Background: an optimization exercise with open tools, aiming at a short achievable clock period. Do not read the settings as production practice. Only simulation tests tie the RTL to the original design; equivalence was not proved. Power is estimated from default activity; no workload was simulated.

==> inputs of run a <==
==> flow/design.v <==
module dp_inv(input a, output y);                  assign y = ~a;                        endmodule
module dp_nand2(input a, b, output y);             assign y = ~(a & b);                  endmodule
module dp_nor2(input a, b, output y);              assign y = ~(a | b);                  endmodule
module dp_xor2(input a, b, output y);              assign y = a ^ b;                     endmodule
module dp_nand4(input a, b, c, d, output y);       assign y = ~(a & b & c & d);          endmodule
module dp_o21ai(input a1, a2, b1, output y);       assign y = ~((a1 | a2) & b1);         endmodule
module dp_a21oi(input a1, a2, b1, output y);       assign y = ~((a1 & a2) | b1);         endmodule
module dp_a22oi(input a1, a2, b1, b2, output y);   assign y = ~((a1 & a2) | (b1 & b2));  endmodule
module dp_mux2i(input a0, a1, s, output y);        assign y = ~(s ? a1 : a0);            endmodule
module dp_and2(input a, b, output y);              assign y = a & b;                     endmodule
module datapath(PCload,JMPmux,IRload,Meminst,MemWr,Aload,Reset,Clock,Sub,Asel,Aeq0,Apos,IR,data_in,dataOut);
input PCload, JMPmux, IRload, Meminst, MemWr, Aload, Reset, Clock, Sub;
input [7:0] data_in;
input [1:0] Asel;
output [7:0] dataOut;
output Apos, Aeq0;
output [2:0] IR;
reg [7:0]  A;         
reg [7:0]  An;        
reg        Aeq0_r;    
reg        Apos_r;    
reg [2:0]  op;        
reg [31:0] ia_oh;     
reg [31:0] pc_oh;     
reg [7:0]  R;         
reg [7:0]  Rn;        
assign dataOut = A;
assign Aeq0 = Aeq0_r;
assign Apos = Apos_r;
assign IR = op;
genvar i, j;
wire [7:0] M [0:31];
generate
  for (i = 0; i < 32; i = i + 1) begin : word
    reg [7:0] w;
    wire we = MemWr & (Meminst ? ia_oh[i] : pc_oh[i]);
    always @(posedge Clock)
      if (we) w <= A;
    assign M[i] = w;
  end
endgenerate
wire [7:0] rdP, rdI;
generate
  for (j = 0; j < 8; j = j + 1) begin : rbit
    wire [15:0] yP, yI;
    wire [3:0]  zP, zI;
    wire [1:0]  vP, vI;
    for (i = 0; i < 16; i = i + 1) begin : l1
      dp_a22oi gP (.a1(pc_oh[2*i]), .a2(M[2*i][j]), .b1(pc_oh[2*i+1]), .b2(M[2*i+1][j]), .y(yP[i]));
      dp_a22oi gI (.a1(ia_oh[2*i]), .a2(M[2*i][j]), .b1(ia_oh[2*i+1]), .b2(M[2*i+1][j]), .y(yI[i]));
    end
    for (i = 0; i < 4; i = i + 1) begin : l2
      dp_nand4 gP (.a(yP[4*i]), .b(yP[4*i+1]), .c(yP[4*i+2]), .d(yP[4*i+3]), .y(zP[i]));
      dp_nand4 gI (.a(yI[4*i]), .b(yI[4*i+1]), .c(yI[4*i+2]), .d(yI[4*i+3]), .y(zI[i]));
    end
    for (i = 0; i < 2; i = i + 1) begin : l3
      dp_nor2 gP (.a(zP[2*i]), .b(zP[2*i+1]), .y(vP[i]));
      dp_nor2 gI (.a(zI[2*i]), .b(zI[2*i+1]), .y(vI[i]));
    end
    dp_nand2 l4P (.a(vP[0]), .b(vP[1]), .y(rdP[j]));
    dp_nand2 l4I (.a(vI[0]), .b(vI[1]), .y(rdI[j]));
  end
endgenerate
wire mR = MemWr;
wire mI = ~MemWr & Meminst;
wire mP = ~MemWr & ~Meminst;
wire [7:0] R_n, Rn_n;
generate
  for (j = 0; j < 8; j = j + 1) begin : rsel
    wire u, v;
    dp_a22oi gu (.a1(mP), .a2(rdP[j]), .b1(mI), .b2(rdI[j]), .y(u));
    dp_nand2 gv (.a(mR), .b(R[j]), .y(v));
    dp_nand2 gr (.a(u), .b(v), .y(R_n[j]));
    dp_and2  gn (.a(u), .b(v), .y(Rn_n[j]));
  end
endgenerate
wire [7:0] bn, x, g, t;
generate
  for (j = 0; j < 8; j = j + 1) begin : l0
    dp_xor2 gb (.a(R[j]), .b(~Sub), .y(bn[j]));        
    dp_xor2 gx (.a(An[j]), .b(bn[j]), .y(x[j]));      
    dp_nor2 gg (.a(An[j]), .b(bn[j]), .y(g[j]));      
    dp_nand2 gt (.a(An[j]), .b(bn[j]), .y(t[j]));     
  end
endgenerate
wire c1, G1n0;
dp_mux2i gc0  (.a0(An[0] | ~R[0]), .a1(An[0] & R[0]), .s(Sub), .y(c1));
dp_mux2i gc0n (.a0(~An[0] & R[0]), .a1(~An[0] | ~R[0]), .s(Sub), .y(G1n0));
wire [7:0] G1n, T1n, G2, T2, G4n;
assign G1n[0] = G1n0;
generate
  for (j = 1; j < 7; j = j + 1) begin : p1
    dp_a21oi gg (.a1(t[j]), .a2(j == 1 ? c1 : g[j-1]), .b1(g[j]), .y(G1n[j]));
    if (j >= 2) dp_nand2 gt (.a(t[j]), .b(t[j-1]), .y(T1n[j]));
  end
  for (j = 2; j < 7; j = j + 1) begin : p2
    dp_o21ai gg (.a1(T1n[j]), .a2(G1n[j-2]), .b1(G1n[j]), .y(G2[j]));
    if (j >= 4) dp_nor2 gt (.a(T1n[j]), .b(T1n[j-2]), .y(T2[j]));
  end
  for (j = 4; j < 7; j = j + 1) begin : p4
    dp_a21oi gg (.a1(T2[j]), .a2(G2[j-4]), .b1(G2[j]), .y(G4n[j]));
  end
endgenerate
assign G2[0] = c1;
dp_inv gi21 (.a(G1n[1]), .y(G2[1]));
wire [7:0] csel = {G4n[6], G4n[5], G4n[4], G2[3], G2[2], G1n[1], c1, Sub};
localparam [7:0] CINV = 8'b1110_0100;
wire aS = ~Reset & Aload & (Asel == 2'd0);    
wire aD = ~Reset & Aload & (Asel == 2'd1);    
wire aR = ~Reset & Aload & (Asel == 2'd2);    
wire aH = ~Reset & ~Aload;                    
wire [7:0] oth = ({8{aD}} & data_in) | ({8{aR}} & ~Rn) | ({8{aH}} & ~An);
wire [7:0] W0  = ({8{aS}} &  x) | oth;       
wire [7:0] W1  = ({8{aS}} & ~x) | oth;       
wire [7:0] A_n, An_n;
wire Apos_n;
generate
  for (j = 0; j < 8; j = j + 1) begin : fin
    if (CINV[j]) begin
      dp_mux2i gm  (.a0(~W1[j]), .a1(~W0[j]), .s(csel[j]), .y(A_n[j]));
      dp_mux2i gmn (.a0(W1[j]),  .a1(W0[j]),  .s(csel[j]), .y(An_n[j]));
    end else begin
      dp_mux2i gm  (.a0(~W0[j]), .a1(~W1[j]), .s(csel[j]), .y(A_n[j]));
      dp_mux2i gmn (.a0(W0[j]),  .a1(W1[j]),  .s(csel[j]), .y(An_n[j]));
    end
  end
endgenerate
dp_mux2i gpos (.a0(W1[7]), .a1(W0[7]), .s(G4n[6]), .y(Apos_n));
wire [7:0] zbit = ~(x ^ {t[6:0], Sub});
wire zsum = &zbit;
wire zoth = (aD & (data_in == 8'd0)) | (aR & (Rn == 8'hff)) | (aH & Aeq0_r) | Reset | (Aload & (Asel == 2'd3));
wire z_n  = (aS & zsum) | zoth;
always @(posedge Clock) begin
  R  <= R_n;
  Rn <= Rn_n;
  A  <= A_n;
  An <= An_n;
  Aeq0_r <= z_n;
  Apos_r <= Apos_n;
  if (Reset) begin
    op <= 3'd0; ia_oh <= 32'd1;
  end else if (IRload) begin
    op <= ~Rn[7:5]; ia_oh <= 32'd1 << ~Rn[4:0];
  end
  if (Reset) pc_oh <= 32'd1;
  else if (PCload) pc_oh <= JMPmux ? ia_oh : {pc_oh[30:0], pc_oh[31]};
end
endmodule
==> flow/run.sh <==
#!/bin/bash
# synth_recipe.tcl (not shown) runs the flow's synth.tcl, then flattens the netlist and writes it again
# the make line also repeats each setting of config.mk as NAME=value (left out here)
make -C /OpenROAD-flow-scripts/flow DESIGN_CONFIG=/design/flow/config.mk WORK_HOME=/design/flow/orfs CLKGATE_MAP_FILE= SYNTH_SCRIPT=/design/flow/synth_recipe.tcl finish
==> flow/config.mk <==
export PLATFORM = sky130hd
export DESIGN_NAME = datapath
export DESIGN_NICKNAME = datapath
export VERILOG_FILES = /design/flow/design.v
export SDC_FILE = /design/flow/constraint.sdc
export NUM_CORES = 4
export LEC_CHECK = 0
export CAP_MARGIN = 20
export CORE_MARGIN = 2
export CORE_UTILIZATION = 40
export SETUP_SLACK_MARGIN = 3.0
export SLEW_MARGIN = 20
export SYNTH_HIERARCHICAL = 1
==> flow/constraint.sdc <==
create_clock -name core_clock -period 4.0 [get_ports {Clock}]
set_input_delay 0.8000 -clock core_clock [delete_from_list [all_inputs] [get_ports {Clock}]]
set_output_delay 0.8000 -clock core_clock [all_outputs]
set_load 0.01 [all_outputs]
==> inputs of run b, as changes to run a <==
--- a/flow/design.v
+++ b/flow/design.v
@@ -18,2 +18,3 @@
 reg [7:0]  A;         
+reg [7:0]  Am;        
 reg [7:0]  An;        
@@ -37,3 +38,3 @@
     always @(posedge Clock)
-      if (we) w <= A;
+      if (we) w <= Am;
     assign M[i] = w;
@@ -76,33 +77,46 @@
 endgenerate
-wire [7:0] bn, x, g, t;
+wire [7:0] cs, cd;    
 generate
-  for (j = 0; j < 8; j = j + 1) begin : l0
-    dp_xor2 gb (.a(R[j]), .b(~Sub), .y(bn[j]));        
-    dp_xor2 gx (.a(An[j]), .b(bn[j]), .y(x[j]));      
-    dp_nor2 gg (.a(An[j]), .b(bn[j]), .y(g[j]));      
-    dp_nand2 gt (.a(An[j]), .b(bn[j]), .y(t[j]));     
+  for (i = 0; i < 2; i = i + 1) begin : tree
+    wire [7:0] bn = (i == 0) ? Rn : R;        
+    wire [7:0] g, t;
+    wire [7:0] G1n, T1n, G2, T2, G4n;
+    wire c1;
+    for (j = 0; j < 8; j = j + 1) begin : l0
+      dp_nor2  gg (.a(An[j]), .b(bn[j]), .y(g[j]));      
+      dp_nand2 gt (.a(An[j]), .b(bn[j]), .y(t[j]));      
+    end
+    assign c1 = (i == 0) ? g[0] : t[0];
+    dp_inv gi0 (.a(c1), .y(G1n[0]));
+    for (j = 1; j < 7; j = j + 1) begin : p1
+      dp_a21oi gg (.a1(t[j]), .a2(j == 1 ? c1 : g[j-1]), .b1(g[j]), .y(G1n[j]));
+      if (j >= 2) dp_nand2 gt (.a(t[j]), .b(t[j-1]), .y(T1n[j]));
+    end
+    for (j = 2; j < 7; j = j + 1) begin : p2
+      dp_o21ai gg (.a1(T1n[j]), .a2(G1n[j-2]), .b1(G1n[j]), .y(G2[j]));
+      if (j >= 4) dp_nor2 gt (.a(T1n[j]), .b(T1n[j-2]), .y(T2[j]));
+    end
+    assign G2[0] = c1;
+    dp_inv gi1 (.a(G1n[1]), .y(G2[1]));
+    for (j = 4; j < 7; j = j + 1) begin : p4
+      dp_a21oi gg (.a1(T2[j]), .a2(G2[j-4]), .b1(G2[j]), .y(G4n[j]));
+    end
+    if (i == 0) begin : s
+      assign cs = {G4n[6], G4n[5], G4n[4], G2[3], G2[2], G1n[1], c1, 1'b0};
+    end else begin : d
+      assign cd = {G4n[6], G4n[5], G4n[4], G2[3], G2[2], G1n[1], c1, 1'b1};
+    end
   end
 endgenerate
-wire c1, G1n0;
-dp_mux2i gc0  (.a0(An[0] | ~R[0]), .a1(An[0] & R[0]), .s(Sub), .y(c1));
-dp_mux2i gc0n (.a0(~An[0] & R[0]), .a1(~An[0] | ~R[0]), .s(Sub), .y(G1n0));
-wire [7:0] G1n, T1n, G2, T2, G4n;
-assign G1n[0] = G1n0;
+localparam [7:0] POL = 8'b1110_0100;    
+wire [7:0] esel;
+assign esel[0] = Sub;
 generate
-  for (j = 1; j < 7; j = j + 1) begin : p1
-    dp_a21oi gg (.a1(t[j]), .a2(j == 1 ? c1 : g[j-1]), .b1(g[j]), .y(G1n[j]));
-    if (j >= 2) dp_nand2 gt (.a(t[j]), .b(t[j-1]), .y(T1n[j]));
-  end
-  for (j = 2; j < 7; j = j + 1) begin : p2
-    dp_o21ai gg (.a1(T1n[j]), .a2(G1n[j-2]), .b1(G1n[j]), .y(G2[j]));
-    if (j >= 4) dp_nor2 gt (.a(T1n[j]), .b(T1n[j-2]), .y(T2[j]));
-  end
-  for (j = 4; j < 7; j = j + 1) begin : p4
-    dp_a21oi gg (.a1(T2[j]), .a2(G2[j-4]), .b1(G2[j]), .y(G4n[j]));
+  for (j = 1; j < 8; j = j + 1) begin : cm
+    dp_mux2i g (.a0(cs[j]), .a1(cd[j]), .s(Sub), .y(esel[j]));
   end
 endgenerate
-assign G2[0] = c1;
-dp_inv gi21 (.a(G1n[1]), .y(G2[1]));
-wire [7:0] csel = {G4n[6], G4n[5], G4n[4], G2[3], G2[2], G1n[1], c1, Sub};
-localparam [7:0] CINV = 8'b1110_0100;
+localparam [7:0] EINV = ~POL & 8'b1111_1110;   
+wire [7:0] x  = An ^ Rn;
+wire [7:0] xs = x ^ {8{Sub}};
 wire aS = ~Reset & Aload & (Asel == 2'd0);    
@@ -111,6 +125,6 @@
 wire aH = ~Reset & ~Aload;                    
-wire [7:0] oth = ({8{aD}} & data_in) | ({8{aR}} & ~Rn) | ({8{aH}} & ~An);
-wire [7:0] W0  = ({8{aS}} &  x) | oth;       
-wire [7:0] W1  = ({8{aS}} & ~x) | oth;       
-wire [7:0] A_n, An_n;
+wire [7:0] oth = ({8{aD}} & data_in) | ({8{aR}} & R) | ({8{aH}} & ~An);
+wire [7:0] W0  = ({8{aS}} &  xs) | oth;      
+wire [7:0] W1  = ({8{aS}} & ~xs) | oth;      
+wire [7:0] A_n, Am_n, An_n;
 wire Apos_n;
@@ -118,8 +132,10 @@
   for (j = 0; j < 8; j = j + 1) begin : fin
-    if (CINV[j]) begin
-      dp_mux2i gm  (.a0(~W1[j]), .a1(~W0[j]), .s(csel[j]), .y(A_n[j]));
-      dp_mux2i gmn (.a0(W1[j]),  .a1(W0[j]),  .s(csel[j]), .y(An_n[j]));
+    if (EINV[j]) begin
+      dp_mux2i gm  (.a0(~W1[j]), .a1(~W0[j]), .s(esel[j]), .y(A_n[j]));
+      dp_mux2i gmm (.a0(~W1[j]), .a1(~W0[j]), .s(esel[j]), .y(Am_n[j]));
+      dp_mux2i gmn (.a0(W1[j]),  .a1(W0[j]),  .s(esel[j]), .y(An_n[j]));
     end else begin
-      dp_mux2i gm  (.a0(~W0[j]), .a1(~W1[j]), .s(csel[j]), .y(A_n[j]));
-      dp_mux2i gmn (.a0(W0[j]),  .a1(W1[j]),  .s(csel[j]), .y(An_n[j]));
+      dp_mux2i gm  (.a0(~W0[j]), .a1(~W1[j]), .s(esel[j]), .y(A_n[j]));
+      dp_mux2i gmm (.a0(~W0[j]), .a1(~W1[j]), .s(esel[j]), .y(Am_n[j]));
+      dp_mux2i gmn (.a0(W0[j]),  .a1(W1[j]),  .s(esel[j]), .y(An_n[j]));
     end
@@ -127,7 +143,8 @@
 endgenerate
-dp_mux2i gpos (.a0(W1[7]), .a1(W0[7]), .s(G4n[6]), .y(Apos_n));
-wire [7:0] zbit = ~(x ^ {t[6:0], Sub});
-wire zsum = &zbit;
-wire zoth = (aD & (data_in == 8'd0)) | (aR & (Rn == 8'hff)) | (aH & Aeq0_r) | Reset | (Aload & (Asel == 2'd3));
-wire z_n  = (aS & zsum) | zoth;
+dp_mux2i gpos (.a0(W0[7]), .a1(W1[7]), .s(esel[7]), .y(Apos_n));
+wire [7:0] tsum = ~(An & Rn);                
+wire zsum = &(~(x ^ {tsum[6:0], 1'b0}));
+wire zdif = &(~x);
+wire zoth = (aD & (data_in == 8'd0)) | (aR & (R == 8'd0)) | (aH & Aeq0_r) | Reset | (Aload & (Asel == 2'd3));
+wire z_n  = (aS & (Sub ? zdif : zsum)) | zoth;
 always @(posedge Clock) begin
@@ -136,2 +153,3 @@
   A  <= A_n;
+  Am <= Am_n;
   An <= An_n;
@@ -142,3 +160,3 @@
   end else if (IRload) begin
-    op <= ~Rn[7:5]; ia_oh <= 32'd1 << ~Rn[4:0];
+    op <= R[7:5]; ia_oh <= 32'd1 << R[4:0];
   end
==> comparison <==
Synthesized area: run a is smaller than run b (about 4%).
Between run a and run b, the lower wire length is in run a (gap 4.0%, measured against run b).
Of run b and run a, run b has the higher via count (gap 7.7%, measured against run a).
Between run b and run a, the lower setup slack is in run a (gap 110 ps).
Against run b, the final cell count of run a is smaller by about 8%.
First-iteration DRC count: run b is smaller than run a (16%).
Critical path depth is the same in run a and run b.
Between run a and run b, the lower power is in run a (gap about 6%, measured against run b).
==> figures <==
quantity	run a	run b
Status	timing/DRC/antenna clean	timing/DRC/antenna clean
Flip-flop and latch area	10,000 µm²	10,200 µm²
Delay of the slowest critical-path stage	420 ps	320 ps
Post-route setup slack	2085 ps	2197 ps
Net switching fraction of the power	28.48%	27.57%
Combined area of all synthesized cells	16,770 µm²	17,430 µm²
Hold Path Cell Cnt	1	2
Power Clock	3.68 mW	4.08 mW
Reg clk slew, reported paths	70 ps	60 ps
Later-pin clock latency in the skew report	580 ps	570 ps
Count of mapped cells out of synthesis	1,242	1,321
Seq pwr	4.52 mW	4.63 mW
Area fraction of the dominant cell type after synthesis	45.85%	44.10%
Clk pwr share	36.7%	38.2%
Via count of the first global-routing pass	11,720	12,590
Fraction of the mapped netlist area in adder cells	0%	0.5025%
Flip-flop and latch share of the layout cell area	44.79%	42.81%
Vertical die dimension	208.7 µm	212.8 µm

## afterwards: timing with drivers on the ports
The results above use ideal ports. As a check the final layouts listed here were re-extracted and re-timed, cells and wires unchanged. Step 1: set_driving_cell puts a clkbuf_16 on Clock and a buf_2 on each other input, an assumption about the parent block. Step 2 adds t to the input delays and takes it off the output delays; t is the mean of the earliest and latest rising clock arrival at the registers after step 1. Input paths then give back, and output paths get back, about the clock's delay inside the block. Slacks: ideal ports / drivers / drivers and shift; pairs: ideal ports / drivers.
| run | shift t [ns] | slack for setup (ns) | worst hold slack (ns) | latest minus earliest clock arrival (ns) | worst data-port slew with drivers (ns) |
|---|---|---|---|---|---|
| run a | 0.620 | 2.085 / 2.028 / 1.462 | 0.511 / 0.511 / 0.511 | 0.026 / 0.026 | 0.18 |
| run b | 0.612 | 2.197 / 2.142 / 1.828 | 0.497 / 0.497 / 0.497 | 0.021 / 0.022 | 0.25 |
After both steps every run listed still meets setup and hold. The setup slack of run a, which loses most, moves by -0.057 ns with the drivers and by -0.623 ns with both steps.
